From an optimization exercise on the open Yosys and OpenROAD flow, aimed at small area, a short achievable clock period and few clock cycles per item; shortcuts taken in it are not production practice. Where RTL was checked, it was by simulation tests only, not by an equivalence proof against the original. No activity file was given, so power comes from the tool's default toggle rates.

job 3245:
// booth_multiplier
module booth_multiplier(
    input         clk,
    input         reset_n,
    input         op_start,
    input         op_clear,
    input  [31:0] multiplier,
    input  [31:0] multiplicand,
    output        op_done,
    output [63:0] result
);
clock: 5.0 ns
lec_check: 0
cap_margin: 20
core_margin: 2
core_utilization: 40
place_density: 0.6
setup_slack_margin: 2.3
slew_margin: 20
synth_hierarchical: 1
synth_minimum_keep_size: 0
standard.sh (not shown) runs the stock make flow with config.mk's settings and CLKGATE_MAP_FILE= SYNTH_SCRIPT=/design/flow/synth_recipe.tcl, a recipe that flattens the netlist after the stock synthesis.
==> flow/flow/run.sh <==
#!/bin/bash
# Standard layout, except: plain buf_1 cells as the port buffers, and a
# clock tree of clkbuf_4 cells without dummy loads.
export BUFFER_PORTS_ARGS="-buffer_cell sky130_fd_sc_hd__buf_1"
export CTS_ARGS="-sink_clustering_enable -repair_clock_nets -dont_use_dummy_load -root_buf sky130_fd_sc_hd__clkbuf_16 -buf_list \"sky130_fd_sc_hd__clkbuf_4 sky130_fd_sc_hd__clkbuf_8\""
bash standard.sh > standard.log 2>&1
Testbench counts of job 3245, summed over its fixed seeds: cycles 11,192, items 1,600.
Modified inputs, job 6697 compared to job 3245
==> flow/flow/run.sh <==
#!/bin/bash
# Standard layout, except: plain buf_1 cells as the port buffers, and a
# clock tree of clkbuf_4/8 cells under a clkbuf_16 root, without dummy loads.
export BUFFER_PORTS_ARGS="-buffer_cell sky130_fd_sc_hd__buf_1"
export CTS_ARGS="-sink_clustering_enable -repair_clock_nets -dont_use_dummy_load -root_buf sky130_fd_sc_hd__clkbuf_16 -buf_list \"sky130_fd_sc_hd__clkbuf_4 sky130_fd_sc_hd__clkbuf_8\""
export SETUP_REPAIR_SEQUENCE="unbuffer,sizedown,sizeup,swap"
bash standard.sh > standard.log 2>&1
-- flow/config.mk --
<<< job 3245, line 10
export CORE_UTILIZATION = 40
export PLACE_DENSITY = 0.6
export SETUP_SLACK_MARGIN = 2.3
export SLEW_MARGIN = 20
export SYNTH_HIERARCHICAL = 1
>>> job 6697, line 10
export CORE_UTILIZATION = 40
export PLACE_DENSITY = 0.6
export SETUP_SLACK_MARGIN = 2.0
export SLEW_MARGIN = 20
export SYNTH_HIERARCHICAL = 1
==> summary.txt <==
Number of non-filler instances in the completed layout (higher): job 3245
Against job 3245, the final cell area of job 6697 is lower.
Part of the power in registers in job 6697 is 2.8 points higher than in job 3245
Setup changes, job 6697 to job 1110
==> flow/flow/run.sh <==
#!/bin/bash
# Standard layout, except: plain buf_1 cells as the port buffers, and a
# clock tree of clkbuf_4 cells without dummy loads.
export BUFFER_PORTS_ARGS="-buffer_cell sky130_fd_sc_hd__buf_1"
export CTS_ARGS="-sink_clustering_enable -repair_clock_nets -dont_use_dummy_load -root_buf sky130_fd_sc_hd__clkbuf_16 -buf_list \"sky130_fd_sc_hd__clkbuf_4 sky130_fd_sc_hd__clkbuf_8\""
bash standard.sh > standard.log 2>&1
-- flow/config.mk --
<<< job 6697, line 10
export CORE_UTILIZATION = 40
export PLACE_DENSITY = 0.6
export SETUP_SLACK_MARGIN = 2.0
export SLEW_MARGIN = 20
export SYNTH_HIERARCHICAL = 1
>>> job 1110, line 10
export CORE_UTILIZATION = 40
export PLACE_DENSITY = 0.6
export SETUP_SLACK_MARGIN = 1.8
export SLEW_MARGIN = 20
export SYNTH_HIERARCHICAL = 1
--- outcome ---
- Job 6697 → job 1110: post-route cell area lower; number of diodes added for antenna fixing barely changed; number of standard cells in the final layout excluding fillers shows no meaningful change.
- Summary of job 1110 over job 6697: maximum number of pins on one net before global-route repair decreased about 30%, transition time of the tightest slew-check pin fell by 0.26 ns, final period demand of the worst path rose 0.033 ns, highest ir drop seen on vdd shows an increase of about 5.6%, routing usage on met1 moved down.
- Job 1110 finished end to end and its layout was clean on timing, DRC and antenna.
- Portion of the clock cycle consumed by the worst path in the final layout up 0.65 points in job 1110 wrt job 6697
Input changes introduced in job 8975 (baseline for comparison: job 1110):
-- flow/config.mk --
<<< job 1110, line 9
export CORE_MARGIN = 2
export CORE_UTILIZATION = 40
export PLACE_DENSITY = 0.6
export SETUP_SLACK_MARGIN = 1.8
export SLEW_MARGIN = 20
export SYNTH_HIERARCHICAL = 1
>>> job 8975, line 9
export CORE_MARGIN = 2
export CORE_UTILIZATION = 40
export GPL_ROUTABILITY_DRIVEN = 0
export PLACE_DENSITY = 0.75
export SETUP_SLACK_MARGIN = 2.0
export SLEW_MARGIN = 20
export SYNTH_HIERARCHICAL = 1
==> summary.txt <==
- Compared to job 1110, job 8975 has worst-case reg-to-reg path depth 2 higher.
- Job 1110 → job 8975: maximum frequency climbed 9.8 MHz; count of flip-flops with a built-in enable after synthesis neither gained nor lost much; number of nets at the end of the flow increased 0.34%; global-route wire length before repair did not really move.
- Job 1110 ended up with one_q[1] as its critical path launch point; job 8975 ended up with s_q[9].
- The setup slack of job 8975 is higher than that of job 1110.
## Diff of input files: job 103 against job 8975
-- flow/config.mk --
<<< job 8975, line 8
export CAP_MARGIN = 20
export CORE_MARGIN = 2
export CORE_UTILIZATION = 40
export GPL_ROUTABILITY_DRIVEN = 0
export PLACE_DENSITY = 0.75
export SETUP_SLACK_MARGIN = 2.0
export SLEW_MARGIN = 20
export SYNTH_HIERARCHICAL = 1
>>> job 103, line 8
export CAP_MARGIN = 20
export CORE_MARGIN = 2
export CORE_UTILIZATION = 50
export PLACE_DENSITY = 0.7
export SETUP_SLACK_MARGIN = 1.8
export SLEW_MARGIN = 20
export SYNTH_HIERARCHICAL = 1
Findings:
Job 103 reached the end of the flow, and the finished layout is clean on the timing, DRC and antenna checks. Relative to job 8975, routed via count has decreased by 82 in job 103. Job 103 ends up with a logic gate share of total power that is 0.5 points lower than in job 8975. NOTE count of fill cells added during filler insertion job 8975->job 103 decreased by more than a quarter. Lower power goes to job 103 over job 8975.

---

run A:
Another version of the RTL of booth_multiplier (not shown whole).
Size in the first run: roughly 1200 cells after synthesis.
==> flow/config.mk <==
export PLATFORM = sky130hd
export DESIGN_NAME = booth_multiplier
export DESIGN_NICKNAME = booth_multiplier
export VERILOG_FILES = /design/flow/design.v
export SDC_FILE = /design/flow/constraint.sdc
export NUM_CORES = 4
export LEC_CHECK = 0
export CAP_MARGIN = 20
export CORE_MARGIN = 2
export CORE_UTILIZATION = 40
export PLACE_DENSITY = 0.75
export SETUP_SLACK_MARGIN = 2.0
export SLEW_MARGIN = 20
export SYNTH_HIERARCHICAL = 1
export SYNTH_MINIMUM_KEEP_SIZE = 0
==> flow/constraint.sdc <==
create_clock -name core_clock -period 5.0 [get_ports {clk}]
set_input_delay 1.0000 -clock core_clock [delete_from_list [all_inputs] [get_ports {clk}]]
set_output_delay 1.0000 -clock core_clock [all_outputs]
set_load 0.01 [all_outputs]
==> flow/flow/run.sh <==
#!/bin/bash
# Standard layout, except: plain buf_1 cells as the port buffers, and a clock
# tree of clkbuf_4/clkbuf_8 cells under a clkbuf_16 root, without dummy loads.
export BUFFER_PORTS_ARGS="-buffer_cell sky130_fd_sc_hd__buf_1"
export CTS_ARGS="-sink_clustering_enable -repair_clock_nets -dont_use_dummy_load -root_buf sky130_fd_sc_hd__clkbuf_16 -buf_list \"sky130_fd_sc_hd__clkbuf_4 sky130_fd_sc_hd__clkbuf_8\""
bash standard.sh > standard.log 2>&1
For run B, these inputs were changed with respect to run A:
- swapping 2.0 for 2.2 in SETUP_SLACK_MARGIN
==> comparison <==
Internal reg-to-reg setup slack delta for run B relative to run A: 0.06 ns higher. Comparing global-route usage for run B and run A, the bigger number came from run B. Across both runs, final total power was higher for run B than for run A. From run A to run B the numbers moved as follows: fmax went up; largest fanout on the critical path went down; slack of the critical path went up; wire length after detailed routing went up.
The following lists how run C was set up differently from run B:
- SETUP_SLACK_MARGIN changed from 2.2 to 2.0
- PLACE_DENSITY changed from 0.75 to 0.85
### Flow results
Going from run B to run C, the number of vias in the routed layout was found to have gone down by 0.57%. Run C against run B: via count of the first global-routing pass climbed 0.35%; post-route cell area dropped about 4%. Origin of the worst setup path = s_q[1]: run B; origin of the worst setup path = s_q[17]: run C. Run C ran to completion and came out clean on the timing, DRC and antenna checks.
Function was not checked in any run of this note: the RTL went through the layout flow alone.

---

booth_multiplier with an RTL version that a note above also has.
Size in the first run: about 1100 cells after synthesis, ~160 flip-flops, ~0.013 mm2 of cells after synthesis.
Design booth_multiplier, start of the top module:
module booth_multiplier(
    input         clk,
    input         reset_n,
    input         op_start,
    input         op_clear,
    input  [31:0] multiplier,
    input  [31:0] multiplicand,
    output        op_done,
    output [63:0] result
);
==> flow/config.mk <==
export PLATFORM = sky130hd
export DESIGN_NAME = booth_multiplier
export DESIGN_NICKNAME = booth_multiplier
export VERILOG_FILES = /design/flow/design.v
export SDC_FILE = /design/flow/constraint.sdc
export NUM_CORES = 4
export LEC_CHECK = 0
export CAP_MARGIN = 20
export CORE_MARGIN = 2
export CORE_UTILIZATION = 40
export PLACE_DENSITY = 0.6
export SETUP_SLACK_MARGIN = 2.0
export SLEW_MARGIN = 20
export SYNTH_HIERARCHICAL = 1
export SYNTH_MINIMUM_KEEP_SIZE = 0
==> flow/constraint.sdc <==
create_clock -name core_clock -period 5.0 [get_ports {clk}]
set_input_delay 1.0000 -clock core_clock [delete_from_list [all_inputs] [get_ports {clk}]]
set_output_delay 1.0000 -clock core_clock [all_outputs]
set_load 0.01 [all_outputs]
==> flow/flow/run.sh <==
#!/bin/bash
# Standard layout, except: plain buf_1 cells as the port buffers, and a
# clock tree of clkbuf_4/8 cells under a clkbuf_16 root, without dummy loads.
export BUFFER_PORTS_ARGS="-buffer_cell sky130_fd_sc_hd__buf_1"
export CTS_ARGS="-sink_clustering_enable -repair_clock_nets -dont_use_dummy_load -root_buf sky130_fd_sc_hd__clkbuf_16 -buf_list \"sky130_fd_sc_hd__clkbuf_4 sky130_fd_sc_hd__clkbuf_8\""
export SKIP_GATE_CLONING=1
bash standard.sh > standard.log 2>&1
The first run produced a clean layout.
Testbench counts at the start, summed over its fixed seeds: cycles 11,192, items 1,600.
Next try:
--- a/flow/flow/run.sh
+++ b/flow/flow/run.sh
@@ -3 +3 @@
-# clock tree of clkbuf_4/8 cells under a clkbuf_16 root, without dummy loads.
+# clock tree of clkbuf_4 cells without dummy loads.
@@ -6 +5,0 @@
-export SKIP_GATE_CLONING=1
Result: The changed run finished with timing, DRC and antenna clean. Total power is unchanged. Sequential cell count stays the same. Final area does not change. Routed wire length is unchanged. Worst hold slack does not change.
Next try:
Settings changed: GPL_TIMING_DRIVEN set to 0, PLACE_DENSITY 0.6 to 0.75.
Outcome:
- clock skew is lower by 0.0054 ns
- via count grows by 6.0%
- setup slack improves by 0.035 ns
- wire length goes up by 1.2%
- power climbs by about 2.2%
- clock power is lower by about 3.7%
- cell count came out higher by 5.1%
- global-route usage is about the same
Next try:
Settings changed: ABC_AREA set to 1, GPL_TIMING_DRIVEN 0 to not set, PLACE_DENSITY 0.75 to 0.6.
What happened: The changed run ran to the end with no violations; non-clock buffer count falls by 88; power falls by about 7%; cell count rises by about 20%; core utilization falls by 1.1 points; clock skew rises by 0.011 ns; routed wire length rises by about 3%.

[port drivers added, routing unchanged]
The flow's constraints put no driver on any port. The routed layouts listed below were extracted and timed again, unchanged, in two steps.
Step 1 (the two cells are an assumption about what drives the block):
set clk [get_ports {clk}]
set_driving_cell -lib_cell sky130_fd_sc_hd__clkbuf_16 $clk
set_driving_cell -lib_cell sky130_fd_sc_hd__buf_2 [delete_from_list [all_inputs] $clk]
Step 2 also shifts input and output timing later by t, the mid clock arrival at the registers, as if the neighbouring blocks saw the same clock.
a / b / c = no drivers / after step 1 / after step 2; a / b = the first two.
run | shift t [ns] | slack for setup (ns) | worst setup path after step 2 | worst data-port slew with drivers (ns)
job 3245 | 0.434 | 2.072 / 2.072 / 2.072 | register to register | 0.07
job 6697 | 0.431 | 2.007 / 2.007 / 2.007 | register to register | 0.08
job 1110 | 0.433 | 1.975 / 1.975 / 1.975 | register to register | 0.05
job 8975 | 0.433 | 2.062 / 2.062 / 2.062 | register to register | 0.06
job 103 | 0.422 | 1.919 / 1.919 / 1.919 | register to register | 0.05
run A | 0.428 | 2.064 / 2.064 / 2.064 | register to register | 0.05
run B | 0.427 | 2.123 / 2.123 / 2.123 | register to register | 0.06
run C | 0.429 | 2.026 / 2.026 / 2.026 | register to register | 0.05
the first run of note 3 | 0.431 | 2.007 / 2.007 / 2.007 | register to register | 0.08
the second run of note 3 | 0.431 | 2.007 / 2.007 / 2.007 | register to register | 0.08
the third run of note 3 | 0.423 | 2.043 / 2.043 / 2.043 | register to register | 0.07
the fourth run of note 3 | 0.442 | 2.092 / 2.092 / 2.092 | register to register | 0.05
After both steps setup and hold are still met in every run listed.
